Source: an optimization exercise on an open RTL-to-GDS flow (aim: small area). Production flows keep margins and buffers that such runs may drop. Only simulation tests tie the RTL to the original design; equivalence was not proved.

==> flow/design.v <==
module CC(
    clk,
    rst_n,
    in_valid,
    mode,
    xi,
    yi,
    out_valid,
    xo,
    yo
);
input               clk, rst_n, in_valid;
input       [1:0]   mode;
input       [7:0]   xi, yi;
output reg          out_valid;
output      [7:0]   xo, yo;
function [9:0] add10;
    input [9:0] a, b;
    input ci;
    integer k;
    reg c;
    begin
        c = ci;
        for (k = 0; k < 10; k = k + 1) begin
            add10[k] = a[k] ^ b[k] ^ c;
            c = (a[k] & b[k]) | (a[k] & c) | (b[k] & c);
        end
    end
endfunction
function [25:0] add26;
    input [25:0] a, b;
    input ci;
    integer k;
    reg c;
    begin
        c = ci;
        for (k = 0; k < 26; k = k + 1) begin
            add26[k] = a[k] ^ b[k] ^ c;
            c = (a[k] & b[k]) | (a[k] & c) | (b[k] & c);
        end
    end
endfunction
function [15:0] udiv8;
    input [7:0] n;
    input [7:0] d1;
    integer k;
    reg [8:0] pr;
    reg [9:0] t;
    reg [7:0] q;
    begin
        pr = 9'd0;
        for (k = 7; k >= 0; k = k - 1) begin
            pr = {pr[7:0], n[k]};
            t  = add10({1'b0, pr}, {2'b11, ~d1}, 1'b0);    
            q[k] = ~t[9];
            if (~t[9]) pr = t[8:0];
        end
        udiv8 = {pr[7:0], q};
    end
endfunction
function [14:0] sp7;
    input [6:0] a1, b1, a2, b2;
    integer i, j;
    reg [14:0] s, c, pp, ns;
    reg cy;
    begin
        s = 15'h4100; c = 15'd0;    
        for (i = 0; i < 14; i = i + 1) begin
            pp = 15'd0;
            for (j = 0; j < 7; j = j + 1) begin
                if (i < 7)
                    pp[i+j] = ((i == 6) ^ (j == 6)) ? ~(a1[j] & b1[i]) : (a1[j] & b1[i]);
                else
                    pp[i-7+j] = ((i == 13) ^ (j == 6)) ? ~(a2[j] & b2[i-7]) : (a2[j] & b2[i-7]);
            end
            ns = s ^ c ^ pp;
            c  = ((s & c) | (s & pp) | (c & pp)) << 1;
            s  = ns;
        end
        cy = 1'b0;
        for (i = 0; i < 15; i = i + 1) begin
            sp7[i] = s[i] ^ c[i] ^ cy;
            cy = (s[i] & c[i]) | (s[i] & cy) | (c[i] & cy);
        end
    end
endfunction
function [24:0] mul14x12;
    input [13:0] a;
    input [11:0] b;
    integer i, j;
    reg [24:0] s, c, pp, ns;
    reg cy;
    begin
        s = 25'h0002800; c = 25'd0;    
        for (i = 0; i < 12; i = i + 1) begin
            pp = 25'd0;
            for (j = 0; j < 14; j = j + 1)
                pp[i+j] = ((i == 11) ^ (j == 13)) ? ~(a[j] & b[i]) : (a[j] & b[i]);
            ns = s ^ c ^ pp;
            c  = ((s & c) | (s & pp) | (c & pp)) << 1;
            s  = ns;
        end
        cy = 1'b0;
        for (i = 0; i < 25; i = i + 1) begin
            mul14x12[i] = s[i] ^ c[i] ^ cy;
            cy = (s[i] & c[i]) | (s[i] & cy) | (c[i] & cy);
        end
    end
endfunction
reg  [1:0] cnt;      
reg        t1;       
reg  [1:0] md;       
wire       last;     
wire in0 = in_valid & (cnt == 2'd0);
wire in1 = in_valid & (cnt == 2'd1);
wire in2 = in_valid & (cnt == 2'd2);
wire in3 = in_valid & (cnt == 2'd3);
wire m0  = (md == 2'd0);
wire m1  = (md == 2'd1);
wire m2  = (md == 2'd2);
wire run = out_valid & m0;           
always @(posedge clk or negedge rst_n) begin
    if (!rst_n) begin
        cnt       <= 2'd0;
        t1        <= 1'b0;
        out_valid <= 1'b0;
    end
    else begin
        if (in_valid) cnt <= cnt + 2'd1;
        t1        <= in3;
        out_valid <= t1 | (run & ~last);
    end
end
always @(posedge clk) if (in0) md <= mode;
reg  [7:0]  RX0, RY0, RX1, RY1;      
reg  [7:0]  RL, RR;                  
reg  [7:0]  X, Y;                    
reg  [8:0]  QL, QR;                  
reg  [7:0]  RQL, RQR;                
reg  [7:0]  EL, ER;                  
reg  [7:0]  D1R;                     
reg  [12:0] SREG;                    
reg  [24:0] AREG;                    
assign xo = X;
assign yo = Y;
wire [7:0] dA = t1 ? RX1 : RX0;
wire [7:0] dB = t1 ? RR  : RL;
wire [9:0] dlt = add10({dA[7], dA[7], dA}, ~{dB[7], dB[7], dB}, 1'b1);
wire       sg  = dlt[8];
wire [9:0] d1w = add10({RY0[7], RY0[7], RY0}, ~{Y[7], Y[7], Y}, 1'b0);    
wire [7:0] D1  = d1w[7:0];
wire [15:0] dv = udiv8(dlt[7:0] ^ {8{sg}}, D1);
wire [7:0] sx  = in3 ? RL : RX0;
wire [7:0] sy  = in3 ? Y  : RY0;
wire [9:0] s1w = add10({2'b00, xi}, ~{2'b00, sx}, 1'b1);
wire [9:0] s2w = add10({2'b00, yi}, ~{2'b00, sy}, 1'b1);
wire [9:0] wxw = add10({2'b00, RX1}, ~{2'b00, RX0}, 1'b1);
wire [9:0] nyw = add10({2'b00, RY0}, ~{2'b00, RY1}, 1'b1);
wire [6:0] s1 = s1w[6:0];
wire [6:0] s2 = s2w[6:0];
wire [14:0] spo = sp7(in2 ? nyw[6:0] : s1, s1, in2 ? wxw[6:0] : s2, s2);
wire [9:0]  zw = add10({yi[7], yi[7], yi}, ~{RY1[7], RY1[7], RY1}, 1'b1);   
wire [13:0] ma = in2 ? spo[13:0] : ((in3 & m1) ? {1'b0, SREG} : {{5{dlt[8]}}, dlt[8:0]});
wire [11:0] mb = (in2 | (in3 & m1)) ? spo[11:0] : (in3 ? {{3{zw[8]}}, zw[8:0]} : {{3{~d1w[8]}}, ~d1w[8:0]});
wire [24:0] mp = mul14x12(ma, mb);
wire [25:0] dfw = add26({1'b0, mp}, ~{1'b0, AREG}, 1'b1);
wire [24:0] df  = dfw[24:0];         
wire [1:0] res = (df == 25'd0) ? 2'd2 : (df[24] ? 2'd0 : 2'd1);
wire        ns = df[24];
wire [15:0] ha = df[16:1] ^ {16{ns}};
wire [25:0] arw = add26({10'd0, ha}, 26'd0, ns & ~df[0]);
wire [15:0] area = arw[15:0];
wire       sgL = QL[8];
wire       sgR = QR[8];
wire [9:0] tL  = add10({2'b00, EL}, {2'b00, RQL}, sgL);
wire [9:0] uL  = add10(tL, {2'b11, ~D1R}, 1'b0);
wire       wL  = ~uL[9];
wire [9:0] tR  = add10({2'b00, ER}, {2'b00, RQR}, sgR);
wire [9:0] uR  = add10(tR, {2'b11, ~D1R}, 1'b0);
wire       wR  = ~uR[9];
wire [9:0] nLw = add10({2'b00, RL}, {2'b00, QL[7:0] ^ {8{sgL}}}, wL ^ sgL);
wire [9:0] nRw = add10({2'b00, RR}, {2'b00, QR[7:0] ^ {8{sgR}}}, wR ^ sgR);
wire [9:0] xiw = add10({2'b00, X}, 10'd0, 1'b1);
wire [9:0] yiw = add10({2'b00, Y}, 10'd0, 1'b1);
wire       rowend = (X == RR);
assign     last   = rowend & (Y == RY0);
wire       step   = run & rowend;
always @(posedge clk) begin
    if (in0) begin
        RX0 <= xi;
        RY0 <= yi;
    end
    if (in1) begin
        RX1 <= xi;
        RY1 <= yi;
    end
    if (in1 & m1) SREG <= spo[12:0];
    AREG <= mp;
    if (in2)       RL <= xi;
    else if (step) RL <= nLw[7:0];
    if (in3)       RR <= xi;
    else if (step) RR <= nRw[7:0];
    if (in3 & m0) begin
        QL  <= {sg, dv[7:0]};
        RQL <= dv[15:8];
    end
    if (t1 & m0) begin
        QR  <= {sg, dv[7:0]};
        RQR <= dv[15:8];
        D1R <= D1;
        EL  <= QL[8] ? D1 : 8'd0;
        ER  <= sg    ? D1 : 8'd0;
    end
    else if (step) begin
        EL <= wL ? uL[7:0] : tL[7:0];
        ER <= wR ? uR[7:0] : tR[7:0];
    end
    if (in3 & m1)       X <= 8'd0;
    else if (t1 & m0)   X <= RL;
    else if (t1 & m2)   X <= area[15:8];
    else if (step)      X <= nLw[7:0];
    else if (run)       X <= xiw[7:0];
    if (in2)            Y <= yi;
    else if (in3 & m1)  Y <= {6'd0, res};
    else if (t1 & m2)   Y <= area[7:0];
    else if (step)      Y <= yiw[7:0];
end
endmodule
==> flow/run.sh <==
#!/bin/bash
# synth_recipe.tcl (not shown) runs the flow's synth.tcl, then flattens the netlist and writes it again
# the make line also repeats each setting of config.mk as NAME=value (left out here)
make -C /OpenROAD-flow-scripts/flow DESIGN_CONFIG=/design/flow/config.mk WORK_HOME=/design/flow/orfs CLKGATE_MAP_FILE= SYNTH_SCRIPT=/design/flow/synth_recipe.tcl finish
==> flow/config.mk <==
export PLATFORM = sky130hd
export DESIGN_NAME = CC
export DESIGN_NICKNAME = CC
export VERILOG_FILES = /design/flow/design.v
export SDC_FILE = /design/flow/constraint.sdc
export NUM_CORES = 8
export LEC_CHECK = 0
export CAP_MARGIN = 20
export CORE_MARGIN = 2
export CORE_UTILIZATION = 50
export SLEW_MARGIN = 20
==> flow/constraint.sdc <==
create_clock -name core_clock -period 100.0 [get_ports {clk}]
set_input_delay 20.0000 -clock core_clock [delete_from_list [all_inputs] [get_ports {clk}]]
set_output_delay 20.0000 -clock core_clock [all_outputs]
set_load 0.01 [all_outputs]
==> summary.txt <==
* Status: timing/DRC/antenna clean
* Die H at 206 um
* Hold crit path type: register to register
* CTS Buf Count at 17
* Setup TNS at 0 ns
* Sequential area share after synthesis at 22.6%
* DRC at 0
* Final Skew at 0.0160 ns
* Min Hold Slack at 0.541 ns
* RSZ-0062 raised after global routing: false
* Slowest stage cell, crit path: xnor2_1
* Final HPWL DP at 39500 um
* Total Nets Final at 2470
* GRT Util Overall at 24.1%
* Synth warn at 1
* #FFs+latches synth at 166
* Initial core utilization at 50.3%
* CTS resizes at 0
* Antenna Nets Post-Route at 0
* Clk slew on worst S/H paths at 0.08 ns
* Rel. slew slack at 35.8%
* Vias in the first global route at 13700
* GPL Wtd Cong at 0.899
* Grt ovf at 0
* Final min period at 49.81 ns
* CTS H-tree depth at 4
* CTS max path bufs at 2
* Syn_nets at 2464
* Postcts setup bufs at 0
* Total wire length at 47700 um
* Commonest cells post-synth: fa_1, inv_1, nand2_1
* Max-cap violations at 0
* Die Area at 42600 um2
* Post-synth EDFFs at 129
* Worst Path Arrival at 50.19 ns
* Drt pass-1 iters at 6
* Crit path kind: input port to register
* Critical path peak fanout at 32
* Cells after Synth at 1942
* Area Growth Syn to Fin at 7.53%
* Boundary pin count at 38
* Wire length of the first global-routing pass at 76600 um
* Worst-margin pin slew at 0.960 ns
* Reg2Reg Setup Slack at 67.27 ns
* DR WL/cell at 19.1 um
* Core Region at 40600 um2
* Layout cells sized above 1 at 5.51%
* Final Hold Fails at 0
* Post-Syn Area at 20500 um2
* Most common cell in the synthesized netlist: fa_1
* Post-synthesis async set-or-reset flop share at 2.41%
* ANT cells at 0
* Crit end category: register
* Main synth FF type: edfxtp_1
* Dominant cells by area after synthesis: fa_1, edfxtp_1, ha_1
* Startpoint types: input port
* CP max stage delay at 0.77 ns
* Max Slew Vio Count at 0
* Via density at 5.28
* Period utilization at 49.8%
* Worst EP required at 100.38 ns
* Top-area cell type share of the netlist area at 36.9%
* Initial DRC count at 761
* Syn avg cell area at 10.5 um2
* Largest net degree at the start of global routing at 64
* Vias at 13200
* # rows at 74
* I/O Buffers at 37
* Clk latency of the worst-skew pair at 0.47 ns
* Fmax at 20.1 MHz
* Final setup viols at 0
* Die Wd at 206 um
* CP most frequent cell: fa_1
* Initial antenna violation count at 0
* Synth area leader: fa_1
* CTS tree: yes
* Delay-heaviest family, CP: adder cells
* CP bufs+invs at 12
* # hold bufs at CTS at 0
* CTS Root Cell: clkbuf_16
* Netlist cell types at 77
* Sink Count at 166
## per-layer routing
| metal | routed length (um) | vias to the layer above | GRT usage (%) |
|---|---|---|---|
| met5 | 0 | - | 0 |
| met4 | 1100 | 0 | 6.68 |
| met3 | 1900 | 50 | 3.42 |
| met2 | 23900 | 227 | 40.0 |
| met1 | 20800 | 6768 | 33.1 |
| li1 | - | 6112 | - |
## layout make-up
| cell class | count | area, um2 |
|---|---|---|
| fill | 3609 | 18600 |
| clock inverter | 15 | 199 |
| inverter | 344 | 1290 |
| clock buffer | 17 | 425 |
| timing repair buffer | 62 | 558 |
| sequential | 166 | 4630 |
| tap | 532 | 666 |
| multi-input combinational | 1357 | 14200 |
## cells in the final DEF, fill, tap and decap left out, types with 4 or more instances in the layout
master and n:
mux2_2 12, and3_1 5, and2_1 35, nor2_1 118, a21o_1 11, dfxtp_1 33, nor2b_1 25, a21oi_1 59
xor2_1 18, fa_1 377, ha_1 124, clkdlybuf4s50_1 37, clkinv_8 4, clkbuf_16 17, inv_1 339, dfrtp_1 4
nand2b_1 22, a31oi_1 5, buf_4 25, o211ai_1 5, nand4_1 9, edfxtp_1 129, nand2_1 230, inv_8 4
a211oi_1 13, nand3_1 18, nor4_1 4, mux2i_1 63, xnor2_1 60, o21ai_0 71, or2_2 10
## state kept, by name, summed over array words and instances, names as in the netlist, 9 cells and up
signal,count
AREG,25
QL,9
SREG,13
QR,9
## final timing paths
path,from,to,cells after the start
min in group asynchronous,rst_n,cnt[1],1
min reg2reg,cnt[0],cnt[0],1
min,cnt[0],cnt[0],1
max in group asynchronous,rst_n,t1,1
max reg2reg,t1,RQR[0],103
max,in_valid,X[6],91
## worst reg2reg max path: cells and delay by family, from the launching register on
family,cells,cell delay [ns]
adder cells (fa/ha/maj),65,24.09
AO/OA/AOI/OAI,10,2.37
multiplexers,8,2.37
AND/OR/NAND/NOR,5,1.75
buffers and inverters,14,1.20
flip-flops,1,0.47
XOR/XNOR,1,0.30
## logic make-up after synthesis
logic type | synth area share (%)
AOI/OAI and AO/OA | 6.21
xor gates and xnor gates | 3.45
adders and majority gates | 44.5
buffers and inverters | 7.86
DFF | 22.6
muxes | 4.05
and+or+nand+nor | 11.3
## stage by stage
step | cell area [um2] | setup slack [ns] | utilization [%] | cells
final | 22000 | 50.19 | 54.1 | 2493
after global routing | 22000 | 48.69 | 54.1 | 2493
after CTS | 22000 | 50.22 | 54.1 | 2493
after detailed placement | 21400 | 49.77 | 52.6 | 2461
after global placement | 21400 | 50.28 | 52.6 | 2461
after floorplan | 20500 | 52.59 | - | 1942

==> afterwards: timing with drivers on the ports <==
No port has a modelled driver above. Below, the same layout with a new extraction and two added sets of constraints. Step 1 sets driving cells, clkbuf_16 on the clock port and buf_2 on the other inputs (assumed; they add their load-dependent delay and slew). Step 2 adds t to the input delays and takes it off the output delays; t is the mean of the earliest and latest rising clock arrival at the registers after step 1. Input paths then give back, and output paths get back, about the clock's delay inside the block. Three values: ideal ports, drivers, drivers and shift; two values: the first two.
t (ns): 0.506
setup WS [ns]: 50.190 / 50.215 / 49.709
hold slack, ns: 0.541 / 0.541 / 0.541
worst setup path after step 2: input to register
latest minus earliest clock arrival (ns): 0.016 / 0.016
After both steps setup and hold are still met in this run. The setup slack of this run moves by +0.025 ns with the drivers and by -0.481 ns with both steps.
